From an optimization exercise on the open Yosys and OpenROAD flow, aimed at small area and a short achievable clock period; shortcuts taken in it are not production practice. In this exercise RTL edits were held to simulation tests only and were not proved equivalent to the original. Power figures rest on the tool's default switching activity, not on a simulated workload.

### flow/design.v
`timescale 1ns / 1ps
module fifo_sync #(
    parameter DATA_WIDTH          = 32,
    parameter DEPTH               = 16,
    parameter ADDR_WIDTH          = $clog2(DEPTH),
    parameter ALMOST_FULL_THRESH  = DEPTH - 2,
    parameter ALMOST_EMPTY_THRESH = 2
) (
    input  wire                    clk,
    input  wire                    rst_n,
    input  wire                    wr_en,
    input  wire [DATA_WIDTH-1:0]   wr_data,
    output reg                     full,
    output reg                     almost_full,
    output reg                     overflow,
    input  wire                    rd_en,
    output reg  [DATA_WIDTH-1:0]   rd_data,
    output reg                     empty,
    output reg                     almost_empty,
    output reg                     underflow,
    output reg  [ADDR_WIDTH:0]     data_count,
    output reg  [ADDR_WIDTH:0]     peak_count
);
    reg [DATA_WIDTH-1:0] mem [0:DEPTH-1];
    reg [ADDR_WIDTH-1:0] wr_ptr;      
    reg [DEPTH-1:0]      rd_sel;      
    reg [ADDR_WIDTH:0]   cnt_n;
    reg                  full_n;
    reg                  empty_n;
    wire [ADDR_WIDTH:0]  cnt = ~cnt_n;
    wire do_write = wr_en & full_n;
    wire do_read  = rd_en & empty_n;
    wire inc      = do_write & ~do_read;
    wire dec      = do_read & ~do_write;
    integer i;
    always @(posedge clk) begin
        for (i = 0; i < DEPTH; i = i + 1)
            if (full_n && wr_ptr == i)
                mem[i] <= wr_data;
    end
    reg [DATA_WIDTH-1:0] rd_next;
    always @(*) begin
        rd_next = rd_data & {DATA_WIDTH{~do_read}};
        for (i = 0; i < DEPTH; i = i + 1)
            rd_next = rd_next | (mem[i] & {DATA_WIDTH{rd_sel[i] & do_read}});
    end
    always @(posedge clk) begin
        if (!rst_n) begin
            wr_ptr  <= {ADDR_WIDTH{1'b0}};
            rd_sel  <= {{(DEPTH-1){1'b0}}, 1'b1};
            rd_data <= {DATA_WIDTH{1'b0}};
        end else begin
            if (do_write) wr_ptr <= wr_ptr + 1'b1;
            rd_data <= rd_next;
            if (do_read)
                rd_sel  <= {rd_sel[DEPTH-2:0], rd_sel[DEPTH-1]};
        end
    end
    wire [ADDR_WIDTH:0] cnt_up = cnt + 1'b1;
    wire [ADDR_WIDTH:0] cnt_dn = cnt - 1'b1;
    wire peak_hit = (peak_count == cnt);
    always @(posedge clk) begin
        if (!rst_n) begin
            full         <= 1'b0;
            empty        <= 1'b1;
            almost_full  <= 1'b0;
            almost_empty <= 1'b1;
            data_count   <= {(ADDR_WIDTH+1){1'b0}};
            peak_count   <= {(ADDR_WIDTH+1){1'b0}};
            overflow     <= 1'b0;
            underflow    <= 1'b0;
            cnt_n        <= {(ADDR_WIDTH+1){1'b1}};
            full_n       <= 1'b1;
            empty_n      <= 1'b0;
        end else begin
            overflow  <= wr_en & ~full_n;
            underflow <= rd_en & ~empty_n;
            if (inc) begin
                data_count   <= cnt_up;
                cnt_n        <= ~cnt_up;
                full         <= (cnt_up == DEPTH);
                full_n       <= (cnt_up != DEPTH);
                empty        <= 1'b0;
                empty_n      <= 1'b1;
                almost_full  <= (cnt_up >= ALMOST_FULL_THRESH);
                almost_empty <= (cnt_up <= ALMOST_EMPTY_THRESH);
                if (peak_hit) peak_count <= cnt_up;
            end else if (dec) begin
                data_count   <= cnt_dn;
                cnt_n        <= ~cnt_dn;
                full         <= 1'b0;
                full_n       <= 1'b1;
                empty        <= (cnt_dn == 0);
                empty_n      <= (cnt_dn != 0);
                almost_full  <= (cnt_dn >= ALMOST_FULL_THRESH);
                almost_empty <= (cnt_dn <= ALMOST_EMPTY_THRESH);
            end
        end
    end
endmodule
### flow/flow/run.sh
#!/bin/bash
# Standard ORFS layout, with the port buffers made from plain buffers
# (sky130_fd_sc_hd__buf_2) instead of the default choice.
set -euo pipefail
export BUFFER_PORTS_ARGS="-buffer_cell sky130_fd_sc_hd__buf_2"
bash standard.sh > standard.log 2>&1
### flow/standard.sh
#!/bin/bash
# synth_recipe.tcl (not shown) runs the flow's synth.tcl, then flattens the netlist and writes it again
# the make line also repeats each setting of config.mk as NAME=value (left out here)
make -C /OpenROAD-flow-scripts/flow DESIGN_CONFIG=/design/flow/config.mk WORK_HOME=/design/flow/orfs CLKGATE_MAP_FILE= SYNTH_SCRIPT=/design/flow/synth_recipe.tcl "${@:-finish}"
### flow/config.mk
export PLATFORM = sky130hd
export DESIGN_NAME = fifo_sync
export DESIGN_NICKNAME = fifo_sync
export VERILOG_FILES = /design/flow/design.v
export SDC_FILE = /design/flow/constraint.sdc
export NUM_CORES = 4
export LEC_CHECK = 0
export CAP_MARGIN = 20
export CORE_MARGIN = 2
export CORE_UTILIZATION = 65
export CTS_CLUSTER_DIAMETER = 100
export CTS_CLUSTER_SIZE = 25
export PLACE_DENSITY = 0.75
export SETUP_SLACK_MARGIN = 1.6
export SLEW_MARGIN = 20
### flow/constraint.sdc
create_clock -name core_clock -period 3.2 [get_ports {clk}]
set_input_delay 0.6400 -clock core_clock [delete_from_list [all_inputs] [get_ports {clk}]]
set_output_delay 0.6400 -clock core_clock [all_outputs]
set_load 0.01 [all_outputs]
==> summary.txt, run 1 <==
status=timing/DRC/antenna clean; vias in the first global route=12659; max-cap check violation count=0; main combinational cell family by area after synthesis=compound AO/OA/AOI/OAI gates; Clock Latency Late Sink=0.59 ns; Core ar.=0.0323 mm2; maximum VDD drop=649 uV; area share of fa/ha/maj cells after synthesis=0.533%; XOR/XNOR share of the synthesized area=0.663%; fmax=541 MHz; I/O pin total=84; Cells after Synth=1279; final instance area=0.0265 mm2; most frequent cells in the layout=512 x edfxtp_1, 186 x a22oi_1, 104 x buf_4, 68 x buf_6, 57 x buf_12; Cell Area, Synth=0.0211 mm2; register area share after synthesis=79.9%; Synth async-reset ratio=0%; Area Growth Syn to Fin=25.3%; Yosys cell types=45; hold crit path type=primary input to register; Filler Cell Count=1418; mux contribution to synthesized area=0.237%; Worst Path Max Fanout=6; Placement Rows=66; Yosys reg bits=587; total grt overflow=0; RD Place Congestion=0.841; critical setup path kind=register to register; initial antenna violation count=2; min cycle time layout=1.85 ns; Clock Path Buffers=3; Data arrival, critical path=2.33 ns; final core utilization=82.0%; Die X=184 um; commonest non-fill, non-tap cell in the layout=edfxtp_1; die height=184 um; Avg Inst Size Synth=16.5 um2; setup violators final=0; worst slew pin tran=0.712 ns; simple-gate area share of the yosys netlist=4.99%; DR pass1 iterations=7; clock-pin slew on the worst setup and hold paths=0.11 ns; Slew Limit Fails=0; DRC violations left=0; number of synthesized flops with an enable pin=512; post-route setup slack=1.35 ns; Max-slew headroom=52.5%; Initial Util=65.5%; cts bufs inserted=27; complex-gate fraction of the synthesized area=11.8%; routed len/inst=35.3 um; post-place setup slack=0.743 ns; Placement Cell Area=0.0222 mm2; TritonCTS clock tree=yes; PwrDens=565 mW/mm2; Req. time, crit path=3.68 ns; P_leak=8.65 nW; Synth warnings=2; Net Count, Synth=1324; global-route usage over all layers=35.2%; first-pass GRT wire length=84600 um; CP Launch Type=register; DR iter-0 viols=2466; Setup TNS Final=0 ns; largest net degree at the start of global routing=49; CP Capture Type=register; total wire length=69400 um; clock skew=0.0174 ns; Final Total Pwr=15.0 mW; vias per cell=7.33; Sink Count=587; vias post-DR=14400; DIE AREA=0.0340 mm2; top_reg_cell synth=edfxtp_1; final hold viol count=0; Buffers on Ports=83; unrepaired setup endpoints after global routing=yes; nets=1543; H-tree depth=1; layout cells sized above 1=32.9%; period utilization=57.7%; ANT nets after route=0; DP HPWL=25300 um; root buffer cell=clkbuf_16
## layer usage
layer  up-vias  part of all wire (%)  GRT usage, %
li1       5605                     -             -
met1      6927                    31          48.3
met2      1492                    46          58.8
met3       372                    16          6.11
met4         4                   7.2          10.2
met5         -                 0.037             0
## flip-flops by register name, indices dropped and copies added, names as in the netlist, 4 cells and up
register and count:
mem 512, peak_count 5, rd_data 32, rd_sel 16, cnt_n 5, data_count 5
wr_ptr 4
## final timing paths
check	startpoint	endpoint	slack (ns)	depth (start not counted)
worst max-delay path	empty_n	data_count[3]	1.35	8
worst min-delay path	rd_en	underflow	0.26	3
worst max register to register	empty_n	data_count[3]	1.35	8
worst min register to register	data_count[2]	data_count[2]	0.46	2
## worst max-delay path, cell delays in order, from the launching register on
cell and delay (ns):
dfxtp_2 0.34, and2_4 0.14, inv_4 0.08, ha_4 0.19, buf_6 0.14, and4b_1 0.21, a21oi_2 0.20, xnor2_1 0.13
a21oi_1 0.29
## Yosys cell counts (all sizes together) (3+ instances only)
master / instances / share of area, %
o21ai: 45 / 1.1
dfxtp: 75 / 7.1
nor3: 9 / 0.21
inv: 10 / 0.18
clkbuf: 90 / 1.6
ha: 9 / 0.53
and2: 4 / 0.12
nand2: 52 / 0.92
nand4: 34 / 1.0
a222oi: 32 / 1.5
a2111oi: 32 / 1.3
xnor2: 8 / 0.33
a21oi: 26 / 0.62
nand3: 39 / 0.92
edfxtp: 512 / 73
a22oi: 192 / 6.8
nand2b: 4 / 0.12
or3: 3 / 0.089
xor2: 8 / 0.33
nor2: 59 / 1.0
mux2i: 5 / 0.24
buf: 4 / 0.10
## per-stage QoR
stage,instances,hold WS (ns)
6_report,1965,0.261
5_1_grt,1961,0.300
4_1_cts,1863,0.267
3_5_place_dp,1736,0.434
3_3_place_gp,1736,0.435
2_1_floorplan,1279,0.405
## what timing repair did
action,in CTS,in global routing
hold buffers,0,0
endpoints found under the setup margin,603,334
pin swaps,21,52
resized for setup,212,126
buffers inserted,76,84
endpoints found under the hold margin,0,0
cloned,1,14
## power by group
part / leakage [nW] / switching [mW] / internal (mW) / total [mW]
Sequential: 5.29 / 0.195 / 8.63 / 8.83
Clock: 0.369 / 2.30 / 1.63 / 3.93
Combinational: 2.99 / 1.25 / 0.959 / 2.21
Total: 8.65 / 3.75 / 11.2 / 15.0
## layout make-up
class	instances	area [um2]	area share, %
well taps	442	553	2.09
diodes	4	10.0	0.0378
multi-input cells	588	4780	18.0
repair buffers	284	3280	12.4
inverters	10	53.8	0.203
clock buffers	48	754	2.85
clock inverters	2	25.0	0.0945
flip-flops and latches	587	17000	64.3
## cells by family (layout without fill, tap and decap cells)
kind of cell,after synthesis,after routing
multiplexers,5,5
AND/OR/NAND/NOR,218,218
XOR/XNOR,16,16
other,0,4
flip-flops,587,587
AO/OA/AOI/OAI,340,340
buffers and inverters,104,344
adder cells (fa/ha/maj),9,9
==> run 2: changes to the inputs <==
--- a/flow/config.mk
+++ b/flow/config.mk
@@ -11,5 +11,5 @@
 export CTS_CLUSTER_DIAMETER = 100
 export CTS_CLUSTER_SIZE = 25
 export PLACE_DENSITY = 0.75
-export SETUP_SLACK_MARGIN = 1.6
+export SETUP_SLACK_MARGIN = 1.5
 export SLEW_MARGIN = 20
==> run 2 against run 1 <==
Highest routed layer unchanged. Largest power group unchanged. Via count is 9.2% lower. Sequential cell count unchanged. Register-to-register slack gained 0.05 ns.
==> summary.txt, run 2 <==
clock skew=0.0200 ns (+0.00260 ns); most frequent cells in the layout=512 x edfxtp_1, 192 x a22oi_1, 77 x buf_4, 53 x buf_6, 50 x dfxtp_2; vias in the first global route=12397 (-2.1%); vias per cell=6.96 (-5.0%); Placement Rows=66 (unchanged); Avg Inst Size Synth=16.5 um2 (unchanged); total grt overflow=0 (unchanged); max-cap check violation count=0 (unchanged); Switching Share=23.6% (-1.5 points); PwrDens=579 mW/mm2 (+2.5%); Data arrival, critical path=2.34 ns (about the same); Sink Count=587 (unchanged); Req. time, crit path=3.75 ns (+0.07 ns); hold_ws=0.253 ns (-0.00844 ns); die height=184 um (unchanged); leading cell type by number of instances after synthesis=edfxtp_1; unrepaired setup endpoints after global routing=yes; TritonCTS clock tree=yes; largest net degree at the start of global routing=49 (unchanged); final hold viol count=0 (unchanged); Yosys cell types=45 (unchanged); cts bufs inserted=27 (unchanged); share of power burned in registers=61.7% (+2.7 points); Cells after Synth=1279 (unchanged); largest register by flop count=mem; I/O pin total=84 (unchanged); H-tree depth=1 (unchanged); Initial Util=65.5% (unchanged); Clock Latency Late Sink=0.60 ns (about the same); hold_buf cts=0 (unchanged); Yosys top cell area share=72.7% (unchanged); Buffers on Ports=83 (unchanged); root buffer cell=clkbuf_16; Worst Path Max Fanout=6 (unchanged); clock-pin slew on the worst setup and hold paths=0.10 ns (about the same); sw power=3.38 mW (-9.9%); register area share after synthesis=79.9% (unchanged); Setup TNS Final=0 ns (unchanged); hold crit path type=primary input to register; maximum VDD drop=632 uV (-2.6%); Post-Layout Cell Count=1879 (-4.4%); total wire length=58700 um (-15%); setup violators final=0 (unchanged); DRC violations left=0 (unchanged); post-route setup slack=1.41 ns (+0.0530 ns); max reg flops=512 (unchanged); DR iter-0 viols=2197 (-11%); layout cells sized above 1=26.0% (-6.9 points); Area Growth Syn to Fin=17.1%; top_reg_cell synth=edfxtp_1; Cell Area, Synth=0.0211 mm2 (unchanged); P_leak=7.99 nW (-7.6%); routed len/inst=31.3 um (-12%); Inst Count DP=1737 (+0.058%); RD Place Congestion=0.808 (-3.9%); DP HPWL=26300 um (+3.7%); CP Capture Type=register; commonest non-fill, non-tap cell in the layout=edfxtp_1; Net Count, Synth=1324 (unchanged); status=timing/DRC/antenna clean; post-place setup slack=0.785 ns (+0.0411 ns); fmax=557 MHz (+3.0%); min cycle time layout=1.79 ns (-0.0530 ns); critical setup path kind=register to register; Slew Limit Fails=0 (unchanged); period utilization=56.1% (-1.7 points); number of synthesized flops with an enable pin=512 (unchanged); ANT nets after route=0 (unchanged); CP Launch Type=register; Core ar.=0.0323 mm2 (unchanged); vias post-DR=13081 (-9.2%); Area contributors post-synth=edfxtp_1 73%, dfxtp_1 7.1%, a22oi_1 6.8%; power share of the clock group=27.2% (+0.9 points); Die X=184 um (unchanged); Max-slew headroom=55.6% (+3.1 points); nets=1460 (-5.4%); DIE AREA=0.0340 mm2 (unchanged); Yosys reg bits=587 (unchanged); combinational share of power=11.1% (-3.6 points); Synth async-reset ratio=0% (unchanged); worst slew pin tran=0.666 ns (-0.0458 ns); Clock Path Buffers=3 (unchanged); Synth area leader=edfxtp_1; biggest regs=mem x512, rd_data x32, rd_sel x16; Synth warnings=2 (unchanged); DR pass1 iterations=8 (+1); Filler Cell Count=1771 (+25%); global-route usage over all layers=33.6% (-1.5 points); Commonest cells post-synth=512 x edfxtp_1, 192 x a22oi_1, 90 x clkbuf_1; Int Pwr=11.0 mW (-2.4%); initial antenna violation count=2 (unchanged); first-pass GRT wire length=81300 um (-3.9%)
==> run 2: changes by cell type in the layout (fill, tap and decap cells not counted), moves of 10 or more <==
cell	before	now
buf_12	57	30
a2111oi_0	0	11
buf_4	104	77
a2111oi_4	15	0
clkbuf_16	38	28
buf_6	68	53
==> run 2: path summary, 6_finish.rpt <==
path | slack [ns] | to | from | depth (start not counted)
worst max-delay path | 1.41 | almost_empty | full_n | 6
worst min-delay path | 0.25 | underflow | rd_en | 3
worst min register to register | 0.46 | data_count[2] | data_count[2] | 2
worst max register to register | 1.41 | almost_empty | full_n | 6
==> run 2: worst max-delay path, cell delays in order (launching register included) <==
cell      delay (ns)
dfxtp_4         0.37
and2_4          0.19
ha_4            0.27
or3b_4          0.40
mux2i_4         0.18
a21boi_2        0.21
a311o_1         0.13
==> run 2: power by group through the flow <==
stage | Sequential (mW) | Clock, mW | Combinational [mW]
after global routing | 8.87 | 4.16 | 1.70
after detailed placement | 9.00 | 0 | 1.16
after floorplan | 8.93 | 0 | 0.750
after global placement | 8.98 | 0 | 1.14
final | 8.84 | 3.90 | 1.59
after CTS | 8.83 | 3.91 | 1.36
==> run 2: cell type report <==
class | count | area, um2 | share of cell area [%]
inverter | 10 | 37.5 | 0.152
sequential | 587 | 17000 | 68.8
timing repair buffer | 201 | 2030 | 8.22
clock buffer | 48 | 754 | 3.05
multi-input combinational | 588 | 4310 | 17.4
antenna | 1 | 2.50 | 0.0101
clock inverter | 2 | 36.3 | 0.147
tap | 442 | 553 | 2.23
==> run 2: logic make-up after synthesis <==
group / after synthesis / synth area share [%]
buffers and inverters: 104 / 1.88
DFF: 587 / 79.9
and+or+nand+nor: 218 / 4.99
xor gates and xnor gates: 16 / 0.663
AOI/OAI and AO/OA: 340 / 11.8
adders and majority gates: 9 / 0.533
muxes: 5 / 0.237
==> run 2: through the flow <==
stage / power [mW] / util, % / area (um2)
3_5_place_dp: 10.2 / 69.1 / 22300
2_1_floorplan: 9.68 / - / 21400
5_1_grt: 14.7 / 76.6 / 24700
6_report: 14.3 / 76.6 / 24700
3_3_place_gp: 10.1 / 69.1 / 22300
4_1_cts: 14.1 / 74.4 / 24000
==> run 2: routing by layer <==
layer	part of all wire (%)	up-vias	track usage [%]
li1	-	5434	-
met1	36	6494	46.4
met2	47	964	53.9
met3	13	185	7.03
met4	4.2	4	12.3
met5	0.046	-	0
==> run 2: timing repair <==
action	CTS	global route
pin swaps	15	12
resized for setup	136	68
buffers inserted	43	47
cloned	0	1
endpoints found under the setup margin	552	192
==> run 3: changes to the inputs <==
--- a/flow/config.mk
+++ b/flow/config.mk
@@ -11,5 +11,5 @@
 export CTS_CLUSTER_DIAMETER = 100
 export CTS_CLUSTER_SIZE = 25
 export PLACE_DENSITY = 0.75
-export SETUP_SLACK_MARGIN = 1.5
+export SETUP_SLACK_MARGIN = 1.4
 export SLEW_MARGIN = 20
==> run 3 against run 2 <==
Still clean. Global-route usage decreased by 2.7 points. Count of clock-buffer cells in the layout unchanged. Final cell count is 2.7% lower. Die area is the same. Worst setup slack better by 0.021 ns. Sequential cell count stayed put. Routed wire length shrank 9.6%. Synthesized cell count unchanged. Hold slack improved by 0.026 ns. First-iteration DRC count is 17% lower. Clock power decreased by 2%. Largest cell class unchanged.
==> summary.txt, run 3 <==
status=timing/DRC/antenna clean; Yosys reg bits=587 (unchanged); Reg2Reg Depth=8 (+2); Req. time, crit path=3.68 ns (-0.07 ns); register area share after synthesis=79.9% (unchanged); DR iter-0 viols=1815 (-17%); Worst Path Max Fanout=5 (-1); Area Growth Syn to Fin=11.8%; ANT nets after route=0 (unchanged); PwrDens=591 mW/mm2 (+2.1%); Final Total Pwr=14.0 mW (-2.5%); Max-slew headroom=46.7% (-8.9 points); TritonCTS clock tree=yes; post-place setup slack=0.843 ns (+0.0588 ns); DP HPWL=26400 um (+0.59%); top_reg_cell synth=edfxtp_1; P_leak=7.56 nW (-5.4%); global-route usage over all layers=30.9% (-2.7 points); first-pass GRT wire length=75700 um (-6.9%); clock skew=0.0191 ns (-0.000881 ns); commonest non-fill, non-tap cell in the layout=edfxtp_1; cts bufs inserted=27 (unchanged); M1 GR Usage=43.2% (-3.2 points); busiest grt layer=met2; max-cap check violation count=0 (unchanged); Synth async-reset ratio=0% (unchanged); CP endpoint=almost_empty; total grt overflow=0 (unchanged); hold_ws=0.279 ns (+0.0264 ns); Cell Area, Synth=0.0211 mm2 (unchanged); layout cells sized above 1=18.7% (-7.3 points); Buffers on Ports=83 (unchanged); unrepaired setup endpoints after global routing=yes; hold_buf cts=0 (unchanged); final hold viol count=0 (unchanged); final instance area=0.0236 mm2 (-4.5%); biggest regs=mem x512, rd_data x32, rd_sel x16; post-route setup slack=1.43 ns (+0.0212 ns); most frequent cells in the layout=512 x edfxtp_1, 192 x a22oi_1, 84 x buf_2, 48 x nand2_1, 48 x dfxtp_1; min cycle time layout=1.77 ns (-0.0212 ns); GR met3 Demand/Resource=4.29% (-2.7 points); critical setup path kind=register to register; DRC violations left=0 (unchanged); Inst Count DP=1741 (+0.23%); maximum VDD drop=574 uV (-9.2%); Avg Inst Size Synth=16.5 um2 (unchanged); max reg flops=512 (unchanged); largest net degree at the start of global routing=49 (unchanged); initial antenna violation count=1 (-1); nets=1411 (-3.4%); Die X=184 um (unchanged); period utilization=55.4% (-0.66 points); number of synthesized flops with an enable pin=512 (unchanged); root buffer cell=clkbuf_16; RD Place Congestion=0.850 (+5.2%); CP Launch Type=register; Yosys cell types=45 (unchanged); Sink Count=587 (unchanged); Clock Latency Late Sink=0.59 ns (about the same); Placement Rows=66 (unchanged); final core utilization=73.2% (-3.4 points); Core ar.=0.0323 mm2 (unchanged); GR met2 Demand/Resource=51.2% (-2.7 points); Post-Layout Cell Count=1829 (-2.7%); crit path launch=cnt_n[0]; Top Family by Delay on Critical Path=compound AO/OA/AOI/OAI gates; Cells after Synth=1279 (unchanged); crit path buf inv count=3 (+3); die height=184 um (unchanged); Synth warnings=2 (unchanged); Initial Util=65.5% (unchanged); H-tree depth=1 (unchanged); DR pass1 iterations=6 (-2); vias per cell=6.84 (-1.7%); Slew Limit Fails=0 (unchanged); Synth area leader=edfxtp_1; vias in the first global route=12018 (-3.1%); Setup TNS Final=0 ns (unchanged); vias post-DR=12518 (-4.3%); total wire length=53100 um (-9.6%); DIE AREA=0.0340 mm2 (unchanged); Commonest cells post-synth=512 x edfxtp_1, 192 x a22oi_1, 90 x clkbuf_1; Net Count, Synth=1324 (unchanged); Data arrival, critical path=2.26 ns (-0.08 ns); leading cell type by number of instances after synthesis=edfxtp_1; slowest CP cell=dfxtp_2; Yosys top cell area share=72.7% (unchanged); worst slew pin tran=0.799 ns (+0.133 ns); largest register by flop count=mem; delay of the slowest critical-path stage=0.35 ns (-0.05 ns); fmax=564 MHz (+1.2%); Area contributors post-synth=edfxtp_1 73%, dfxtp_1 7.1%, a22oi_1 6.8%; Placement Cell Area=0.0223 mm2 (-0.11%); CP Depth=8 (+2); FF-to-FF End=almost_empty; Clock Path Buffers=3 (unchanged); Filler Cell Count=1998 (+13%); worst r2r src=cnt_n[0]; routed len/inst=29.0 um (-7.1%); Worst R2R Setup Slack=1.43 ns (+0.02 ns); CP Capture Type=register; setup violators final=0 (unchanged); crit path cell chain=buf_6 > inv_4 > ha_4 > nor3b_4 > buf_4 > mux2i_4 > a21boi_2 > a311o_1; hold crit path type=primary input to register; I/O pin total=84 (unchanged); clock-pin slew on the worst setup and hold paths=0.10 ns (about the same)
## run 3: worst min path at each step
stage / from / to / depth (start not counted)
after floorplan: empty_n / underflow / 1
after global placement: data_count[2] / data_count[2] / 2
after detailed placement: data_count[2] / data_count[2] / 2
after CTS: rd_en / underflow / 3
after global routing: wr_en / overflow / 3
final: rd_en / underflow / 3
## run 3: final cells by class
cell class,instances,area [um2],area share (%)
diodes,1,2.50,0.0106
clock buffers,48,754,3.19
clock inverters,1,16.3,0.0688
inverters,10,40.0,0.169
multi-input cells,588,4180,17.7
flip-flops and latches,587,17000,71.7
well taps,442,553,2.34
repair buffers,152,1140,4.81
## run 3: timing repair
action	CTS	global route
pin swaps	10	8
buffers inserted	17	20
gates cloned	0	1
endpoints found under the setup margin	476	153
resized for setup	52	36
## run 3: metal layers
layer | routed length [um] | up-vias
met5 | 0 | -
met4 | 1460 | 0
met3 | 5480 | 101
met2 | 26200 | 770
met1 | 20000 | 6324
li1 | - | 5323
## run 3: cell families (layout without fill, tap and decap cells)
group                      count (synthesis)  count (layout)  share of synthesized area, %
adders and majority gates                  9               9                         0.533
and+or+nand+nor                          218             218                          4.99
muxes                                      5               5                         0.237
DFF                                      587             587                          79.9
other                                      0               1                             0
buffers and inverters                    104             211                          1.88
AOI/OAI and AO/OA                        340             340                          11.8
xor gates and xnor gates                  16              16                         0.663
## run 3: power by group
part / leakage, nW / switching [mW] / internal [mW]
combinational: 1.92 / 0.851 / 0.513
sequential: 5.27 / 0.174 / 8.62
clock: 0.365 / 2.20 / 1.62
total: 7.56 / 3.22 / 10.8
## run 3: tightest hold or removal path, stage by stage
cell and delay, ns:
buf_2 0.11, nand2_1 0.05, nor2_1 0.03
==> run 4: changes to the inputs <==
==> flow/flow/run.sh (replaced) <==
#!/bin/bash
# Standard ORFS layout, with two changes:
#  - the port buffers are plain buffers (sky130_fd_sc_hd__buf_2) instead of
#    the default choice;
#  - after global routing's timing repair, cells off the critical paths are
#    downsized (area recovery) while keeping the setup slack margin.
set -euo pipefail
HERE=$(pwd)
export BUFFER_PORTS_ARGS="-buffer_cell sky130_fd_sc_hd__buf_2"
export PRE_GLOBAL_ROUTE_TCL="$HERE/flow/recover.tcl"
bash standard.sh > standard.log 2>&1
==> flow/flow/recover.tcl (new file) <==
# Area recovery after global routing's timing repair: downsize cells whose
# paths keep at least the setup slack margin.
proc recover_power_helper { } {
  puts "Area recovery with setup margin $::env(SETUP_SLACK_MARGIN)"
  report_wns
  log_cmd repair_timing -recover_power 100 -setup_margin $::env(SETUP_SLACK_MARGIN) -match_cell_footprint -verbose
  report_wns
}
==> run 4 against run 3 <==
Largest cell class unchanged. Total power shrank 0.55%. Sequential cell count is the same. Fmax shrank 26%. Critical path type unchanged. Critical endpoint is now mem[13][23].
==> summary.txt, run 4 <==
Yosys top cell area share=72.7% (unchanged); max reg flops=512 (unchanged); Placement Rows=66 (unchanged); most frequent cells in the layout=512 x edfxtp_1, 192 x a22oi_1, 100 x buf_1, 59 x nor2_1, 53 x dfxtp_1; min cycle time layout=2.41 ns (+0.634 ns); final hold viol count=0 (unchanged); DRC violations left=0 (unchanged); first-pass GRT wire length=75700 um (unchanged); Yosys cell types=45 (unchanged); maximum VDD drop=574 uV (about the same); worst slew pin tran=1.39 ns (+0.591 ns); Sink Count=587 (unchanged); Area Growth Syn to Fin=9.85%; leading cell type by number of instances after synthesis=edfxtp_1; Synth async-reset ratio=0% (unchanged); largest net degree at the start of global routing=49 (unchanged); Max-slew headroom=7.29% (-39 points); Buffers on Ports=83 (unchanged); total grt overflow=0 (unchanged); Cell Area, Synth=0.0211 mm2 (unchanged); commonest non-fill, non-tap cell in the layout=edfxtp_1; routed len/inst=29.1 um (+0.24%); period utilization=75.2% (+20 points); Area contributors post-synth=edfxtp_1 73%, dfxtp_1 7.1%, a22oi_1 6.8%; Req. time, crit path=3.40 ns (-0.28 ns); DP HPWL=26400 um (unchanged); worst r2r src=wr_ptr[1]; FF-to-FF End=mem[13][23]; Avg Inst Size Synth=16.5 um2 (unchanged); Yosys reg bits=587 (unchanged); top_reg_cell synth=edfxtp_1; critical setup path kind=register to register; I/O pin total=84 (unchanged); Hold Path Depth=3 (unchanged); post-place setup slack=0.843 ns (unchanged); RD Place Congestion=0.850 (unchanged); root buffer cell=clkbuf_16; setup violators final=0 (unchanged); register area share after synthesis=79.9% (unchanged); Final Total Pwr=13.9 mW (-0.55%); largest register by flop count=mem; PwrDens=599 mW/mm2 (+1.3%); CP Capture Type=register; nets=1411 (unchanged); CP Launch Type=register; Initial Util=65.5% (unchanged); Cells after Synth=1279 (unchanged); biggest regs=mem x512, rd_data x32, rd_sel x16; H-tree depth=1 (unchanged); vias in the first global route=12018 (unchanged); number of antenna diodes=0 (-1); die height=184 um (unchanged); Hold EP=underflow; Commonest cells post-synth=512 x edfxtp_1, 192 x a22oi_1, 90 x clkbuf_1; Die X=184 um (unchanged); Clock Path Buffers=3 (unchanged); cts bufs inserted=27 (unchanged); DR iter-0 viols=1825 (+0.55%); Net Count, Synth=1324 (unchanged); Synth area leader=edfxtp_1; Slew Limit Fails=0 (unchanged); Reg2Reg Depth=5 (-3); unrepaired setup endpoints after global routing=yes; vias per cell=6.86 (+0.30%); layout cells sized above 1=8.95% (-9.7 points); DR pass1 iterations=6 (unchanged); global-route usage over all layers=30.9% (unchanged); max-cap check violation count=0 (unchanged); hold crit path type=primary input to register; ANT nets after route=0 (unchanged); TritonCTS clock tree=yes; Worst R2R Setup Slack=0.79 ns (-0.63 ns); fmax=415 MHz (-26%); status=timing/DRC/antenna clean; Clock Latency Late Sink=0.59 ns (about the same); clock-pin slew on the worst setup and hold paths=0.10 ns (about the same); DIE AREA=0.0340 mm2 (unchanged); Synth warnings=2 (unchanged); Data arrival, critical path=2.61 ns (+0.35 ns); number of synthesized flops with an enable pin=512 (unchanged); Setup TNS Final=0 ns (unchanged); P_leak=7.17 nW (-5.1%); vias post-DR=12549 (+0.25%); initial antenna violation count=0 (-1); clock skew=0.0209 ns (+0.00175 ns); Core ar.=0.0323 mm2 (unchanged); Worst Path Max Fanout=13 (+8); hold_sp=rd_en; post-route setup slack=0.793 ns (-0.634 ns); total wire length=53200 um (+0.18%)
==> run 4: worst max path at each step <==
stage                   start           end
detailed placement      wr_en  almost_empty
global placement        wr_en  almost_empty
finish              wr_ptr[1]   mem[13][23]
CTS                 rd_sel[2]   rd_data[12]
floorplan               rd_en  almost_empty
global route        wr_ptr[2]   mem[13][26]
==> run 4: cell families after synthesis <==
| kind of cell | after synthesis | synth area share (%) |
|---|---|---|
| adder cells (fa/ha/maj) | 9 | 0.533 |
| AO/OA/AOI/OAI | 340 | 11.8 |
| XOR/XNOR | 16 | 0.663 |
| buffers and inverters | 104 | 1.88 |
| multiplexers | 5 | 0.237 |
| AND/OR/NAND/NOR | 218 | 4.99 |
| flip-flops | 587 | 79.9 |
==> run 4: repair_timing <==
item / CTS / global route
gates resized for setup: 52 / 36
hold buffers: 0 / 0
setup endpoints to repair: 476 / 153
gates cloned: 0 / 1
buffers inserted: 17 / 20
pin swaps: 10 / 8
==> run 4: power by group <==
group	switching (mW)	total (mW)	internal, mW
combinational	0.826	1.28	0.457
clock	2.20	3.82	1.62
sequential	0.175	8.80	8.62
==> run 4: final cells by class <==
cell class,instances,area (um2)
fillers,2124,9070
clock inverters,1,16.3
inverters,10,40.0
well taps,442,553
clock buffers,48,754
multi-input cells,588,3970
repair buffers,152,927
flip-flops and latches,587,17000
==> run 4: stage by stage <==
stage / cell area, um2 / utilization, % / hold slack (ns) / instances
global route: 23200 / 71.9 / 0.286 / 1828
CTS: 23300 / 72.3 / 0.269 / 1807
global placement: 22300 / 69.0 / 0.438 / 1741
finish: 23200 / 71.9 / 0.275 / 1828
detailed placement: 22300 / 69.0 / 0.442 / 1741
floorplan: 21400 / - / 0.405 / 1279
==> run 4: worst max-delay path, cell delays in order, from the launching register on <==
cell and delay, ns:
dfxtp_1 0.36, inv_1 0.11, ha_1 0.20, nand2_4 0.08, nor2_1 0.22, buf_1 1.05
==> run 4: layer usage <==
layer	wire [um]	vias up	global-route usage, %	part of all wire (%)
met3	5490	96	4.29	10
met4	1380	0	9.82	2.6
met2	26300	782	51.2	49
li1	-	5329	-	-
met1	20000	6342	43.2	38
met5	0	-	0	0
==> run 5: changes to the inputs <==
--- a/flow/design.v
+++ b/flow/design.v
@@ -24,18 +24,14 @@
     reg [DATA_WIDTH-1:0] mem [0:DEPTH-1];
     reg [ADDR_WIDTH-1:0] wr_ptr;      
     reg [DEPTH-1:0]      rd_sel;      
-    reg [ADDR_WIDTH:0]   cnt_n;
-    reg                  full_n;
-    reg                  empty_n;
-    wire [ADDR_WIDTH:0]  cnt = ~cnt_n;
-    wire do_write = wr_en & full_n;
-    wire do_read  = rd_en & empty_n;
+    wire do_write = wr_en & ~full;
+    wire do_read  = rd_en & ~empty;
     wire inc      = do_write & ~do_read;
     wire dec      = do_read & ~do_write;
     integer i;
     always @(posedge clk) begin
         for (i = 0; i < DEPTH; i = i + 1)
-            if (full_n && wr_ptr == i)
+            if (!full && wr_ptr == i)
                 mem[i] <= wr_data;
     end
     reg [DATA_WIDTH-1:0] rd_next;
@@ -50,15 +46,15 @@
             rd_sel  <= {{(DEPTH-1){1'b0}}, 1'b1};
             rd_data <= {DATA_WIDTH{1'b0}};
         end else begin
+            rd_data <= rd_next;
             if (do_write) wr_ptr <= wr_ptr + 1'b1;
-            rd_data <= rd_next;
             if (do_read)
                 rd_sel  <= {rd_sel[DEPTH-2:0], rd_sel[DEPTH-1]};
         end
     end
-    wire [ADDR_WIDTH:0] cnt_up = cnt + 1'b1;
-    wire [ADDR_WIDTH:0] cnt_dn = cnt - 1'b1;
-    wire peak_hit = (peak_count == cnt);
+    wire [ADDR_WIDTH:0] cnt_up = data_count + 1'b1;
+    wire [ADDR_WIDTH:0] cnt_dn = data_count - 1'b1;
+    wire peak_hit = (peak_count == data_count);
     always @(posedge clk) begin
         if (!rst_n) begin
             full         <= 1'b0;
@@ -69,29 +65,20 @@
             peak_count   <= {(ADDR_WIDTH+1){1'b0}};
             overflow     <= 1'b0;
             underflow    <= 1'b0;
-            cnt_n        <= {(ADDR_WIDTH+1){1'b1}};
-            full_n       <= 1'b1;
-            empty_n      <= 1'b0;
         end else begin
-            overflow  <= wr_en & ~full_n;
-            underflow <= rd_en & ~empty_n;
+            overflow  <= wr_en & full;
+            underflow <= rd_en & empty;
             if (inc) begin
                 data_count   <= cnt_up;
-                cnt_n        <= ~cnt_up;
                 full         <= (cnt_up == DEPTH);
-                full_n       <= (cnt_up != DEPTH);
                 empty        <= 1'b0;
-                empty_n      <= 1'b1;
                 almost_full  <= (cnt_up >= ALMOST_FULL_THRESH);
                 almost_empty <= (cnt_up <= ALMOST_EMPTY_THRESH);
                 if (peak_hit) peak_count <= cnt_up;
             end else if (dec) begin
                 data_count   <= cnt_dn;
-                cnt_n        <= ~cnt_dn;
                 full         <= 1'b0;
-                full_n       <= 1'b1;
                 empty        <= (cnt_dn == 0);
-                empty_n      <= (cnt_dn != 0);
                 almost_full  <= (cnt_dn >= ALMOST_FULL_THRESH);
                 almost_empty <= (cnt_dn <= ALMOST_EMPTY_THRESH);
             end
==> flow/flow/run.sh (replaced) <==
#!/bin/bash
# Standard ORFS layout, with the port buffers made from plain buffers
# (sky130_fd_sc_hd__buf_2) instead of the default choice.
set -euo pipefail
export BUFFER_PORTS_ARGS="-buffer_cell sky130_fd_sc_hd__buf_2"
bash standard.sh > standard.log 2>&1
--- a/flow/config.mk
+++ b/flow/config.mk
@@ -7,9 +7,9 @@
 export LEC_CHECK = 0
 export CAP_MARGIN = 20
 export CORE_MARGIN = 2
-export CORE_UTILIZATION = 65
+export CORE_UTILIZATION = 55
 export CTS_CLUSTER_DIAMETER = 100
 export CTS_CLUSTER_SIZE = 25
-export PLACE_DENSITY = 0.75
+export PLACE_DENSITY = 0.7
 export SETUP_SLACK_MARGIN = 1.4
 export SLEW_MARGIN = 20
removed: flow/flow/recover.tcl
==> run 5 against run 4 <==
Area after synthesis decreased by 0.56%. Clock skew increased by 0.00075 ns. Routed wire length decreased by 0.40%. Global-route usage decreased by 4.3 points. Clock power increased by 2%. Final area increased by 1.0%. First-iteration DRC count decreased by 5.1%. Synthesized cell count decreased by 3.8%. Total power decreased by 4.4%. Worst setup slack improved by 0.62 ns. Final cell count increased by 2.0%. Count of clock-buffer cells in the layout decreased by 1. Critical endpoint is now mem[10][3]. Largest power group unchanged. Highest routed layer unchanged.
==> summary.txt, run 5 <==
status=timing/DRC/antenna clean; Yosys reg bits=580 (-1.2%); power share of the clock group=29.2% (+1.7 points); largest net degree at the start of global routing=49 (unchanged); die height=199 um (+8.2%); DR pass1 iterations=8 (+2); ANT nets after route=0 (unchanged); layout cells sized above 1=19.4% (+10 points); hold_buf cts=0 (unchanged); vias in the first global route=11635 (-3.2%); Buffers on Ports=83 (unchanged); period utilization=56.0% (-19 points); Synth async-reset ratio=0% (unchanged); min cycle time layout=1.79 ns (-0.615 ns); Req. time, crit path=3.49 ns (+0.09 ns); first-pass GRT wire length=76000 um (+0.47%); CP most frequent cell=buf_4; P_leak=7.55 nW (+5.3%); combinational share of power=6.7% (-2.5 points); Final Total Pwr=13.3 mW (-4.4%); Core ar.=0.0377 mm2 (+17%); number of synthesized flops with an enable pin=512 (unchanged); I/O pin total=84 (unchanged); Sink Count=580 (-1.2%); crit path cell chain=buf_4 > nor3b_4 > and2_4 > buf_4; Placement Rows=71 (+7.6%); delay of the slowest critical-path stage=0.40 ns (-0.65 ns); PwrDens=567 mW/mm2 (-5.3%); DR iter-0 viols=1732 (-5.1%); Area contributors post-synth=edfxtp_1 73%, a22oi_1 6.9%, dfxtp_1 6.5%; Area Growth Syn to Fin=11.6%; clock-pin slew on the worst setup and hold paths=0.10 ns (about the same); TritonCTS clock tree=yes; max reg flops=512 (unchanged); Setup TNS Final=0 ns (unchanged); Die X=199 um (+8.2%); share of power burned in registers=64.1% (+0.8 points); vias post-DR=12235 (-2.5%); Worst Path Max Fanout=12 (-1); global-route usage over all layers=26.6% (-4.3 points); Clock Path Buffers=3 (unchanged); RD Place Congestion=0.819 (-3.7%); final hold viol count=0 (unchanged); Yosys top cell area share=73.2% (+0.41 points); Worst R2R Setup Slack=1.41 ns (+0.62 ns); top_reg_cell synth=edfxtp_1; most frequent cells in the layout=512 x edfxtp_1, 192 x a22oi_1, 82 x buf_2, 59 x buf_4, 41 x nand2_1; Data arrival, critical path=2.08 ns (-0.53 ns); Inst Count DP=1771 (+1.7%); Filler Cell Count=2702 (+27%); Synth area leader=edfxtp_1; Commonest cells post-synth=512 x edfxtp_1, 192 x a22oi_1, 68 x dfxtp_1; slowest CP cell=dfxtp_4; total wire length=53000 um (-0.40%); maximum VDD drop=512 uV (-11%); root buffer cell=clkbuf_16; H-tree depth=1 (unchanged); total grt overflow=0 (unchanged); Int Pwr=10.4 mW (-2.9%); unrepaired setup endpoints after global routing=yes; setup violators final=0 (unchanged); sw power=2.91 mW (-9.1%); Initial Util=55.8% (-9.7 points); DIE AREA=0.0398 mm2 (+17%); Switching Share=21.9% (-1.1 points); DP HPWL=27700 um (+4.7%); Cell Area, Synth=0.0210 mm2 (-0.56%); max-cap check violation count=0 (unchanged); Yosys cell types=47 (+4.4%); Post-Layout Cell Count=1865 (+2.0%); Synth warnings=2 (unchanged); commonest non-fill, non-tap cell in the layout=edfxtp_1; Max-slew headroom=49.4% (+42 points); leading cell type by number of instances after synthesis=edfxtp_1; largest register by flop count=mem; vias per cell=6.56 (-4.4%); CP Launch Type=register; CP Capture Type=register; routed len/inst=28.4 um (-2.4%); clock skew=0.0216 ns (+0.000746 ns); critical setup path kind=register to register; initial antenna violation count=1 (+1); Net Count, Synth=1276 (-3.6%); DRC violations left=0 (unchanged); Avg Inst Size Synth=17.1 um2 (+3.3%); register area share after synthesis=79.6% (-0.22 points); Clock Latency Late Sink=0.61 ns (+0.02 ns); biggest regs=mem x512, rd_data x32, rd_sel x16; cts bufs inserted=27 (unchanged); nets=1375 (-2.6%); Slew Limit Fails=0 (unchanged); fmax=558 MHz (+34%); Cells after Synth=1231 (-3.8%); hold crit path type=primary input to register; worst slew pin tran=0.759 ns (-0.632 ns)
==> run 5: changes by cell type in the layout (fill, tap and decap cells not counted), moves of 14 or more <==
cell / before / now
buf_1: 100 / 0
buf_2: 6 / 82
buf_4: 28 / 59
nor2_1: 59 / 34
a21oi_1: 26 / 4
a21boi_0: 0 / 17
dfxtp_1: 53 / 39
==> run 5: worst max-delay path: cells and delay by family, from the launching register on <==
kind	cells	cell delay, ns
simple gates	2	0.63
buf+inv	2	0.44
flops	1	0.40
==> run 5: path summary, 6_finish.rpt <==
path / start / end / cells after the start
worst max-delay path: full / mem[10][3] / 4
worst min-delay path: wr_en / overflow / 2
worst max register to register: full / mem[10][3] / 4
worst min register to register: peak_count[3] / peak_count[3] / 2
==> run 5: cells by family (layout without fill, tap and decap cells) <==
group	after synthesis	in the layout	synth area share (%)
AOI/OAI and AO/OA	331	331	11.9
xor gates and xnor gates	14	14	0.583
adders and majority gates	9	9	0.536
buffers and inverters	99	219	2.31
DFF	580	580	79.6
muxes	4	4	0.191
other	0	3	0
and+or+nand+nor	194	194	4.81
==> run 5: area by class of cell <==
type | instances | area [um2] | area share [%]
antenna | 3 | 7.51 | 0.0320
clock buffer | 47 | 751 | 3.20
clock inverter | 3 | 45.0 | 0.192
inverter | 8 | 35.0 | 0.149
multi-input combinational | 552 | 3970 | 16.9
sequential | 580 | 16800 | 71.8
tap | 511 | 639 | 2.73
timing repair buffer | 161 | 1160 | 4.97
==> run 5: per-stage QoR <==
| stage | util, % | hold slack [ns] | cell area, um2 | worst slack (ns) |
|---|---|---|---|---|
| 3_5_place_dp | 58.5 | 0.489 | 22000 | 0.862 |
| 6_report | 62.3 | 0.291 | 23400 | 1.41 |
| 3_3_place_gp | 58.5 | 0.478 | 22000 | 0.880 |
| 2_1_floorplan | - | 0.461 | 21100 | 1.18 |
| 4_1_cts | 61.1 | 0.280 | 23000 | 1.24 |
| 5_1_grt | 62.2 | 0.282 | 23400 | 1.24 |
==> run 5: what timing repair did <==
action                     in CTS  in global routing
buffers inserted                8                 33
pin swaps                       0                  3
gates resized for setup        53                 46
hold endpoints to repair        0                  0
setup endpoints to repair     343                354
==> run 5: per-layer routing <==
layer  vias up  routed length (um)  track usage [%]  part of all wire [%]
li1       5197                   -                -                     -
met1      6152               21200             39.2                    40
met2       780               24300             41.7                    46
met3       106                6060             4.46                    11
met4         0                1460             6.94                   2.7
met5         -                   0                0                     0
==> run 5: power by group through the flow <==
stage                     Sequential, mW  Clock [mW]  Combinational (mW)
final                               8.52        3.89               0.886
after global routing                8.54        4.15               0.965
after CTS                           8.52        3.90               0.813
after detailed placement            8.73           0               0.754
after global placement              8.72           0               0.738
after floorplan                     8.68           0               0.450
==> run 6: changes to the inputs <==
--- a/flow/config.mk
+++ b/flow/config.mk
@@ -7,9 +7,9 @@
 export LEC_CHECK = 0
 export CAP_MARGIN = 20
 export CORE_MARGIN = 2
-export CORE_UTILIZATION = 55
+export CORE_UTILIZATION = 65
 export CTS_CLUSTER_DIAMETER = 100
 export CTS_CLUSTER_SIZE = 25
-export PLACE_DENSITY = 0.7
-export SETUP_SLACK_MARGIN = 1.4
+export PLACE_DENSITY = 0.75
+export SETUP_SLACK_MARGIN = 1.45
 export SLEW_MARGIN = 20
==> run 6 against run 5 <==
Non-clock buffer count rose by 4. Hold slack improved by 0.013 ns. Routed wire length up 4.2%. Final area rose by 0.31%. Area after synthesis did not move. Sequential power about the same. Utilization rose by 12 points. Worst setup slack got worse by 0.026 ns. Total power about the same. Count of clock-buffer cells in the layout unchanged. Critical path type unchanged. Largest power group unchanged.
==> summary.txt, run 6 <==
critical setup path kind=register to register; hold crit path type=primary input to register; clock-pin slew on the worst setup and hold paths=0.10 ns (about the same); Initial Util=66.3% (+10 points); Data arrival, critical path=2.11 ns (+0.03 ns); crit path cell chain=inv_1 > ha_1 > and3_4 > buf_4; die height=184 um (-7.9%); setup violators final=0 (unchanged); Req. time, crit path=3.49 ns (about the same); Filler Cell Count=1850 (-32%); Net Count, Synth=1276 (unchanged); maximum VDD drop=643 uV (+26%); post-route setup slack=1.38 ns (-0.0263 ns); Reg2Reg Depth=4 (unchanged); Avg Inst Size Synth=17.1 um2 (unchanged); Die X=184 um (-7.9%); commonest non-fill, non-tap cell in the layout=edfxtp_1; period utilization=56.8% (+0.82 points); total wire length=55200 um (+4.2%); worst slew pin tran=0.737 ns (-0.0219 ns); Clock Path Buffers=3 (unchanged); Slew Limit Fails=0 (unchanged); DRC violations left=0 (unchanged); Clock Latency Late Sink=0.59 ns (-0.02 ns); status=timing/DRC/antenna clean; Setup TNS Final=0 ns (unchanged); vias in the first global route=11935 (+2.6%); largest register by flop count=mem; Area Growth Syn to Fin=11.9%; CP Capture Type=register; vias post-DR=12551 (+2.6%); delay of the slowest critical-path stage=0.42 ns (+0.02 ns); max reg flops=512 (unchanged); TritonCTS clock tree=yes; vias per cell=7.12 (+8.5%); I/O pin total=84 (unchanged); ANT nets after route=0 (unchanged); biggest regs=mem x512, rd_data x32, rd_sel x16; initial antenna violation count=2 (+1); fmax=550 MHz (-1.4%); DR iter-0 viols=1807 (+4.3%); post-place setup slack=0.797 ns (-0.0650 ns); nets=1382 (+0.51%); register area share after synthesis=79.6% (unchanged); first-pass GRT wire length=77000 um (+1.3%); Placement Rows=65 (-8.5%); slowest CP cell=and3_4; cts bufs inserted=27 (unchanged); PwrDens=565 mW/mm2 (-0.37%); Buffers on Ports=83 (unchanged); top_reg_cell synth=edfxtp_1; largest net degree at the start of global routing=49 (unchanged); DP HPWL=26300 um (-5.1%); leading cell type by number of instances after synthesis=edfxtp_1; most frequent cells in the layout=512 x edfxtp_1, 192 x a22oi_1, 78 x buf_2, 58 x buf_4, 41 x nand2_1; min cycle time layout=1.82 ns (+0.0263 ns); Yosys top cell area share=73.2% (unchanged); Yosys reg bits=580 (unchanged); final hold viol count=0 (unchanged); total grt overflow=0 (unchanged); DR pass1 iterations=6 (-2); CP Launch Type=register; RD Place Congestion=0.804 (-1.9%); Yosys cell types=47 (unchanged); Cell Area, Synth=0.0210 mm2 (unchanged); max-cap check violation count=0 (unchanged); DIE AREA=0.0338 mm2 (-15%); layout cells sized above 1=20.7% (+1.3 points); P_leak=7.63 nW (+1.1%); root buffer cell=clkbuf_16; Cells after Synth=1231 (unchanged); Synth area leader=edfxtp_1; Commonest cells post-synth=512 x edfxtp_1, 192 x a22oi_1, 68 x dfxtp_1; Inst Count DP=1658 (-6.4%); Core ar.=0.0317 mm2 (-16%); Post-Layout Cell Count=1763 (-5.5%); Synth warnings=2 (unchanged); Area contributors post-synth=edfxtp_1 73%, a22oi_1 6.9%, dfxtp_1 6.5%; unrepaired setup endpoints after global routing=yes; global-route usage over all layers=31.7% (+5.1 points); clock skew=0.0205 ns (-0.00118 ns); Hold Path Depth=2 (unchanged); H-tree depth=1 (unchanged); Synth async-reset ratio=0% (unchanged); routed len/inst=31.3 um (+10%); Sink Count=580 (unchanged); Worst Path Max Fanout=10 (-2); number of synthesized flops with an enable pin=512 (unchanged); Max-slew headroom=50.9% (+1.5 points)
[run 6: cell counts after synthesis]
Identical to the previous run, type by type.
[run 6: area by class of cell]
class                      instances  area (um2)  share of cell area, %
antenna                            3        7.51                 0.0319
multi-input combinational        555        3990                   17.0
tap                              402         503                   2.14
sequential                       580       16800                   71.6
clock buffer                      47         751                   3.19
clock inverter                     3        43.8                  0.186
inverter                           8        37.5                  0.160
timing repair buffer             165        1340                   5.69
[run 6: power by group]
part / total (mW) / switching (mW) / internal (mW)
Combinational: 0.890 / 0.555 / 0.334
Sequential: 8.52 / 0.112 / 8.41
Clock: 3.87 / 2.24 / 1.64
Total: 13.3 / 2.90 / 10.4
[run 6: path summary, 6_finish.rpt]
check                start       endpoint  slack [ns]
max              wr_ptr[0]     mem[6][31]        1.38
min                  wr_en       overflow        0.30
max reg2reg      wr_ptr[0]     mem[6][31]        1.38
min reg2reg  peak_count[1]  peak_count[1]        0.48
[run 6: per-layer routing]
layer  vias to the layer above  wire length (um)  track usage, %
li1                       5227                 -               -
met1                      6274             20000            45.3
met2                       934             26200            50.6
met3                       114              7200            5.82
met4                         2              1810            9.57
met5                         -                13               0
[run 6: cell families (layout without fill, tap and decap cells)]
group | Yosys count | after routing | synth area share, %
buf+inv | 99 | 223 | 2.31
simple gates | 194 | 197 | 4.81
xor+xnor | 14 | 14 | 0.583
fa+ha+maj | 9 | 9 | 0.536
compound gates | 331 | 331 | 11.9
flops | 580 | 580 | 79.6
other cells | 0 | 3 | 0
mux | 4 | 4 | 0.191
[run 6: metrics by stage]
step	instance area (um2)	hold WS, ns	utilization, %	power, mW
floorplan	21100	0.461	-	9.13
detailed placement	21900	0.478	68.9	9.47
global placement	21900	0.477	68.9	9.45
global route	23500	0.299	74.1	13.7
finish	23500	0.304	74.2	13.3
CTS	23000	0.280	72.6	13.2
[run 6: critical path: cells and delay by family, from the launching register on]
family	cells	cell delay, ns
simple gates	1	0.42
buf+inv	2	0.39
fa+ha+maj	1	0.33
flops	1	0.36
[run 6: what timing repair did]
| item | 4_1_cts | 5_1_grt |
|---|---|---|
| setup buffers | 21 | 28 |
| endpoints found under the setup margin | 462 | 433 |
| gates cloned | 0 | 3 |
| pin swaps | 6 | 9 |
| hold buffers | 0 | 0 |
| resized for setup | 77 | 45 |
==> run 7: changes to the inputs <==
--- a/flow/config.mk
+++ b/flow/config.mk
@@ -11,5 +11,5 @@
 export CTS_CLUSTER_DIAMETER = 100
 export CTS_CLUSTER_SIZE = 25
 export PLACE_DENSITY = 0.75
-export SETUP_SLACK_MARGIN = 1.45
+export SETUP_SLACK_MARGIN = 1.35
 export SLEW_MARGIN = 20
==> run 7 against run 6 <==
Still clean. Area after synthesis unchanged. Worst setup slack worse by 0.10 ns. Via count decreased by 2.6%. First-iteration DRC count is 10% higher. Critical path depth did not move. Utilization decreased by 2.0 points. Combinational power down 9.9%. Sequential power about the same. Clock power barely moved. Synthesized cell count unchanged. Sequential share of layout area up 1.8 points. Clock skew barely moved. Critical endpoint is now mem[6][17].
==> summary.txt, run 7 <==
status=timing/DRC/antenna clean; Synth async-reset ratio=0% (unchanged); routed len/inst=30.7 um (-1.8%); Yosys reg bits=580 (unchanged); Worst Path Max Fanout=18 (+8); max-cap check violation count=0 (unchanged); DR pass1 iterations=7 (+1); Core ar.=0.0317 mm2 (unchanged); Multi-input gate area=0.00391 mm2 (-1.9%); P_leak=7.34 nW (-3.9%); period utilization=59.9% (+3.1 points); most frequent cells in the layout=512 x edfxtp_1, 192 x a22oi_1, 83 x buf_2, 45 x dfxtp_1, 41 x nand2_1; hold crit path type=primary input to register; Sink Count=580 (unchanged); Final Total Pwr=13.2 mW (-0.70%); leading cell type by number of instances after synthesis=edfxtp_1; total wire length=52900 um (-4.2%); first-pass GRT wire length=75600 um (-1.8%); largest net degree at the start of global routing=49 (unchanged); nets=1341 (-3.0%); RD Place Congestion=0.797 (-0.88%); DR iter-0 viols=1988 (+10%); Cell Area, Synth=0.0210 mm2 (unchanged); largest register by flop count=mem; Filler Cell Count=1965 (+6.2%); final core utilization=72.2% (-2.0 points); Clock Path Buffers=3 (unchanged); DIE AREA=0.0338 mm2 (unchanged); root buffer cell=clkbuf_16; Initial Util=66.3% (unchanged); number of synthesized flops with an enable pin=512 (unchanged); DRC violations left=0 (unchanged); Die X=184 um (unchanged); die height=184 um (unchanged); I/O pin total=84 (unchanged); Synth area leader=edfxtp_1; critical setup path kind=register to register; layout cells sized above 1=15.9% (-4.7 points); Slew Limit Fails=0 (unchanged); slowest CP cell=and3_4; Synth warnings=2 (unchanged); Area contributors post-synth=edfxtp_1 73%, a22oi_1 6.9%, dfxtp_1 6.5%; Post-Layout Cell Count=1720 (-2.4%); PwrDens=576 mW/mm2 (+2.0%); Avg Inst Size Synth=17.1 um2 (unchanged); unrepaired setup endpoints after global routing=yes; Top Family by Delay on Critical Path=simple AND/OR/NAND/NOR gates; vias in the first global route=11710 (-1.9%); clock-pin slew on the worst setup and hold paths=0.10 ns (about the same); global-route usage over all layers=31.3% (-0.41 points); Yosys cell types=47 (unchanged); top_reg_cell synth=edfxtp_1; Setup TNS Final=0 ns (unchanged); TritonCTS clock tree=yes; commonest non-fill, non-tap cell in the layout=edfxtp_1; worst slew pin tran=0.703 ns (-0.0342 ns); CP Launch Type=register; vias post-DR=12222 (-2.6%); fmax=521 MHz (-5.2%); Cells after Synth=1231 (unchanged); register area share after synthesis=79.6% (unchanged); delay of the slowest critical-path stage=0.51 ns (+0.09 ns); Buffers on Ports=83 (unchanged); Yosys top cell area share=73.2% (unchanged); vias per cell=7.11 (-0.19%); cts bufs inserted=27 (unchanged); CP Capture Type=register; Max-slew headroom=53.1% (+2.3 points); DP HPWL=26600 um (+1.3%); max reg flops=512 (unchanged); maximum VDD drop=566 uV (-12%); hold_buf cts=0 (unchanged); Placement Cell Area=0.0218 mm2 (about the same); initial antenna violation count=1 (-1); post-place setup slack=0.910 ns (+0.113 ns); total grt overflow=0 (unchanged); Net Count, Synth=1276 (unchanged); final instance area=0.0229 mm2 (-2.6%); Commonest cells post-synth=512 x edfxtp_1, 192 x a22oi_1, 68 x dfxtp_1; biggest regs=mem x512, rd_data x32, rd_sel x16; crit path cell chain=inv_1 > ha_1 > and3_4 > buf_12; crit path buf inv count=2 (unchanged); ANT nets after route=0 (unchanged); Data arrival, critical path=2.19 ns (+0.08 ns); Req. time, crit path=3.47 ns (-0.02 ns); final hold viol count=0 (unchanged); H-tree depth=1 (unchanged); setup violators final=0 (unchanged); min cycle time layout=1.92 ns (+0.0997 ns); Clock Latency Late Sink=0.59 ns (about the same); Inst Count DP=1656 (-0.12%); hold_ws=0.299 ns (-0.00489 ns); Storage cell area=0.0168 mm2 (-0.19%); Placement Rows=65 (unchanged); post-route setup slack=1.28 ns (-0.0997 ns); Area Growth Syn to Fin=8.97%; clock skew=0.0200 ns (-0.000467 ns)
run 7: cell types whose count changed in the layout (fill, tap and decap cells not counted), sizes merged:
cell,change
clkbuf,-1
buf,-37
and2,-1
diode,-2
clkinv,-1
and3,-1
run 7: final timing paths:
path                  from             to  slack, ns  depth (start not counted)
min                  wr_en       overflow       0.30                          2
max reg2reg      wr_ptr[0]     mem[6][17]       1.28                          4
max              wr_ptr[0]     mem[6][17]       1.28                          4
min reg2reg  peak_count[3]  peak_count[3]       0.49                          2
run 7: report_power, final:
part	internal (mW)	switching [mW]	total, mW
Sequential	8.41	0.127	8.53
Clock	1.63	2.22	3.86
Combinational	0.297	0.505	0.802
Total	10.3	2.86	13.2
run 7: metal layers:
layer | vias up | GRT usage (%) | wire length [um]
li1 | 5137 | - | -
met1 | 6130 | 44.5 | 19900
met2 | 831 | 51.8 | 25700
met3 | 124 | 3.98 | 5790
met4 | 0 | 9.12 | 1470
met5 | - | 0 | 0
run 7: cell type report:
cell class,count,share of cell area [%]
sequential,580,73.4
multi-input combinational,553,17.1
timing repair buffer,126,3.71
inverter,8,0.142
clock inverter,2,0.126
antenna,1,0.0109
tap,402,2.20
clock buffer,48,3.29
run 7: timing repair:
action                                  in CTS  in global routing
cloned                                       0                  1
hold endpoints to repair                     0                  0
resized for setup                           41                 24
pin swaps                                    0                  3
setup buffers                                1                 11
endpoints found under the setup margin     338                264
run 7: worst register-to-register path, cell delays in order, from the launching register on:
cell	delay, ns
dfxtp_1	0.36
inv_1	0.12
ha_1	0.36
and3_4	0.51
buf_12	0.26
run 7: cell families after synthesis:
| group | synth area share (%) |
|---|---|
| flip-flops | 79.6 |
| AO/OA/AOI/OAI | 11.9 |
| AND/OR/NAND/NOR | 4.81 |
| buffers and inverters | 2.31 |
| XOR/XNOR | 0.583 |
| adder cells (fa/ha/maj) | 0.536 |
| multiplexers | 0.191 |
==> run 8: changes to the inputs <==
--- a/flow/config.mk
+++ b/flow/config.mk
@@ -9,7 +9,7 @@
 export CORE_MARGIN = 2
 export CORE_UTILIZATION = 65
 export CTS_CLUSTER_DIAMETER = 100
-export CTS_CLUSTER_SIZE = 25
+export CTS_CLUSTER_SIZE = 30
 export PLACE_DENSITY = 0.75
-export SETUP_SLACK_MARGIN = 1.35
+export SETUP_SLACK_MARGIN = 1.4
 export SLEW_MARGIN = 20
==> run 8 against run 7 <==
Still clean on timing, DRC and antenna. Clock power is 6.0% lower. Die area did not move. Sequential power about the same. Worst setup slack improved by 0.13 ns. Utilization grew 0.80 points. Final area is 1.1% higher. Routed wire length decreased by 0.23%. Synthesized cell count unchanged. Global-route usage decreased by 0.080 points. Area after synthesis unchanged. First-iteration DRC count fell by 15%.
==> summary.txt, run 8 <==
Sink Count=580 (unchanged); Area Growth Syn to Fin=10.2%; TritonCTS clock tree=yes; Setup TNS Final=0 ns (unchanged); clock skew=0.0216 ns (+0.00165 ns); crit path launch=rd_sel[10]; global-route usage over all layers=31.2% (-0.080 points); Synth area leader=edfxtp_1; Worst R2R Setup Slack=1.41 ns (+0.13 ns); biggest regs=mem x512, rd_data x32, rd_sel x16; WL met2=25400 um (-1.0%); Reg2Reg Depth=5 (+1); Initial Util=66.3% (unchanged); die height=184 um (unchanged); Synth async-reset ratio=0% (unchanged); Commonest cells post-synth=512 x edfxtp_1, 192 x a22oi_1, 68 x dfxtp_1; DR pass1 iterations=7 (unchanged); Data arrival, critical path=2.24 ns (+0.05 ns); number of synthesized flops with an enable pin=512 (unchanged); min cycle time layout=1.79 ns (-0.133 ns); P_leak=7.47 nW (+1.8%); CP Capture Type=register; Worst Path Max Fanout=13 (-5); layout cells sized above 1=18.6% (+2.7 points); Area contributors post-synth=edfxtp_1 73%, a22oi_1 6.9%, dfxtp_1 6.5%; largest net degree at the start of global routing=49 (unchanged); Storage cell area=0.0168 mm2 (about the same); period utilization=55.8% (-4.2 points); register area share after synthesis=79.6% (unchanged); max reg flops=512 (unchanged); hold crit path type=primary input to register; total grt overflow=0 (unchanged); final hold viol count=0 (unchanged); setup violators final=0 (unchanged); top_reg_cell synth=edfxtp_1; Req. time, crit path=3.65 ns (+0.18 ns); total wire length=52800 um (-0.23%); Synth warnings=2 (unchanged); I/O pin total=84 (unchanged); Core ar.=0.0317 mm2 (unchanged); Slew Limit Fails=0 (unchanged); Final Total Pwr=13.0 mW (-1.3%); cts bufs inserted=23 (-15%); Avg Inst Size Synth=17.1 um2 (unchanged); CP Launch Type=register; Placement Cell Area=0.0218 mm2 (about the same); critical setup path kind=register to register; clock-pin slew on the worst setup and hold paths=0.11 ns (about the same); routed wl met3=5750 um (-0.55%); Filler Cell Count=1915 (-2.5%); final instance area=0.0232 mm2 (+1.1%); unrepaired setup endpoints after global routing=yes; wl on met1=20200 um (+1.2%); leading cell type by number of instances after synthesis=edfxtp_1; maximum VDD drop=511 uV (-9.7%); Yosys cell types=47 (unchanged); max-cap check violation count=0 (unchanged); Clock Latency Late Sink=0.57 ns (-0.02 ns); Multi-input gate area=0.00397 mm2 (+1.5%); Net Count, Synth=1276 (unchanged); routed len/inst=30.3 um (-1.5%); most frequent cells in the layout=512 x edfxtp_1, 192 x a22oi_1, 82 x buf_2, 56 x buf_4, 43 x dfxtp_1; CP endpoint=rd_data[1]; DR top layer=met4; first-pass GRT wire length=76100 um (+0.67%); DRC violations left=0 (unchanged); vias in the first global route=11947 (+2.0%); Cells after Synth=1231 (unchanged); ANT nets after route=0 (unchanged); PwrDens=563 mW/mm2 (-2.3%); nets=1365 (+1.8%); initial antenna violation count=1 (unchanged); worst slew pin tran=0.717 ns (+0.0147 ns); commonest non-fill, non-tap cell in the layout=edfxtp_1; FF-to-FF End=rd_data[1]; worst r2r src=rd_sel[10]; Max-slew headroom=52.2% (-0.98 points); Yosys reg bits=580 (unchanged); Cell Area, Synth=0.0210 mm2 (unchanged); DR iter-0 viols=1687 (-15%); fmax=560 MHz (+7.5%); vias per cell=7.07 (-0.44%); Placement Rows=65 (unchanged); vias post-DR=12324 (+0.83%); DIE AREA=0.0338 mm2 (unchanged); Buffers on Ports=83 (unchanged); Yosys top cell area share=73.2% (unchanged); DP HPWL=26900 um (+1.1%); largest register by flop count=mem; Clock Path Buffers=3 (unchanged); Die X=184 um (unchanged); RD Place Congestion=0.833 (+4.6%); H-tree depth=1 (unchanged); status=timing/DRC/antenna clean; root buffer cell=clkbuf_16
==> run 8: cell families after synthesis <==
| family | after synthesis | share of synthesized area (%) |
|---|---|---|
| and+or+nand+nor | 194 | 4.81 |
| muxes | 4 | 0.191 |
| buffers and inverters | 99 | 2.31 |
| xor gates and xnor gates | 14 | 0.583 |
| DFF | 580 | 79.6 |
| AOI/OAI and AO/OA | 331 | 11.9 |
| adders and majority gates | 9 | 0.536 |
==> run 8: area by class of cell <==
| cell class | count | share of cell area [%] |
|---|---|---|
| Sequential cell | 580 | 72.6 |
| Multi-Input combinational cell | 552 | 17.1 |
| Timing Repair Buffer | 155 | 4.86 |
| Clock buffer | 39 | 2.74 |
| Tap cell | 402 | 2.17 |
| Clock inverter | 3 | 0.238 |
| Inverter | 8 | 0.162 |
| Antenna cell | 3 | 0.0324 |
==> run 8: per-stage QoR <==
step                      worst slack [ns]  hold WS [ns]  util [%]  instances
after detailed placement             0.741         0.478      68.9       1657
after floorplan                       1.18         0.461         -       1231
after global routing                  1.35         0.325      73.0       1739
final                                 1.41         0.328      73.0       1742
after CTS                             1.24         0.317      72.0       1714
after global placement               0.770         0.477      68.9       1657
==> run 8: per-layer routing <==
metal / up-vias / track usage, %
met5: - / 0
met4: 0 / 7.23
met3: 107 / 3.63
met2: 769 / 51.8
met1: 6263 / 45.3
li1: 5185 / -
==> run 8: how the worst min path moves through the flow <==
stage | startpoint | endpoint | cells after the start
2_1_floorplan | mem[10][25] | rd_data[25] | 2
4_1_cts | wr_en | overflow | 2
3_5_place_dp | peak_count[2] | peak_count[2] | 2
6_report | rd_en | underflow | 2
3_3_place_gp | peak_count[2] | peak_count[2] | 2
5_1_grt | rd_en | underflow | 2
==> run 8: timing repair <==
action	4_1_cts	5_1_grt
hold buffers	0	0
endpoints found under the hold margin	0	0
resized for setup	59	31
pin swaps	4	1
endpoints found under the setup margin	321	212
buffers inserted	15	25
==> run 8: power breakdown <==
part / internal (mW) / leakage [nW] / total, mW / switching (mW)
combinational: 0.335 / 1.92 / 0.876 / 0.541
sequential: 8.41 / 5.22 / 8.52 / 0.117
clock: 1.48 / 0.328 / 3.63 / 2.15
==> run 8: critical path: stages (launching register included) <==
cell and delay, ns:
dfxtp_4 0.46, buf_4 0.25, a222oi_1 0.41, nand3_1 0.18
a2111oi_2 0.27, nor2_1 0.08

## afterwards: timing with drivers on the ports
The flow's constraints put no driver on any port. The routed layouts listed below were extracted and timed again, unchanged, in two steps.
Step 1: set_driving_cell puts a clkbuf_16 on clk and a buf_2 on each other input, an assumption about the parent block.
Step 2 also shifts input and output timing later by t, the mid clock arrival at the registers, as if the neighbouring blocks saw the same clock.
Slacks: ideal / step 1 / step 2; pairs: ideal / step 1.
| run | t (ns) | setup WS [ns] | worst setup path after step 2 |
|---|---|---|---|
| run 1 | 0.637 | 1.353 / 1.353 / 0.918 | input to register |
| run 2 | 0.646 | 1.406 / 1.406 / 1.001 | input to register |
| run 3 | 0.628 | 1.427 / 1.381 / 1.035 | input to register |
| run 4 | 0.631 | 0.793 / 0.793 / 0.240 | input to register |
| run 5 | 0.646 | 1.408 / 1.366 / 1.092 | input to register |
| run 6 | 0.637 | 1.382 / 1.376 / 1.141 | input to register |
| run 7 | 0.636 | 1.282 / 1.282 / 1.066 | input to register |
| run 8 | 0.609 | 1.415 / 1.379 / 1.104 | input to register |
After both steps setup and hold are still met in every run listed. The setup slack of run 4, which loses most, moves by 0.000 ns with the drivers and by -0.553 ns with both steps.
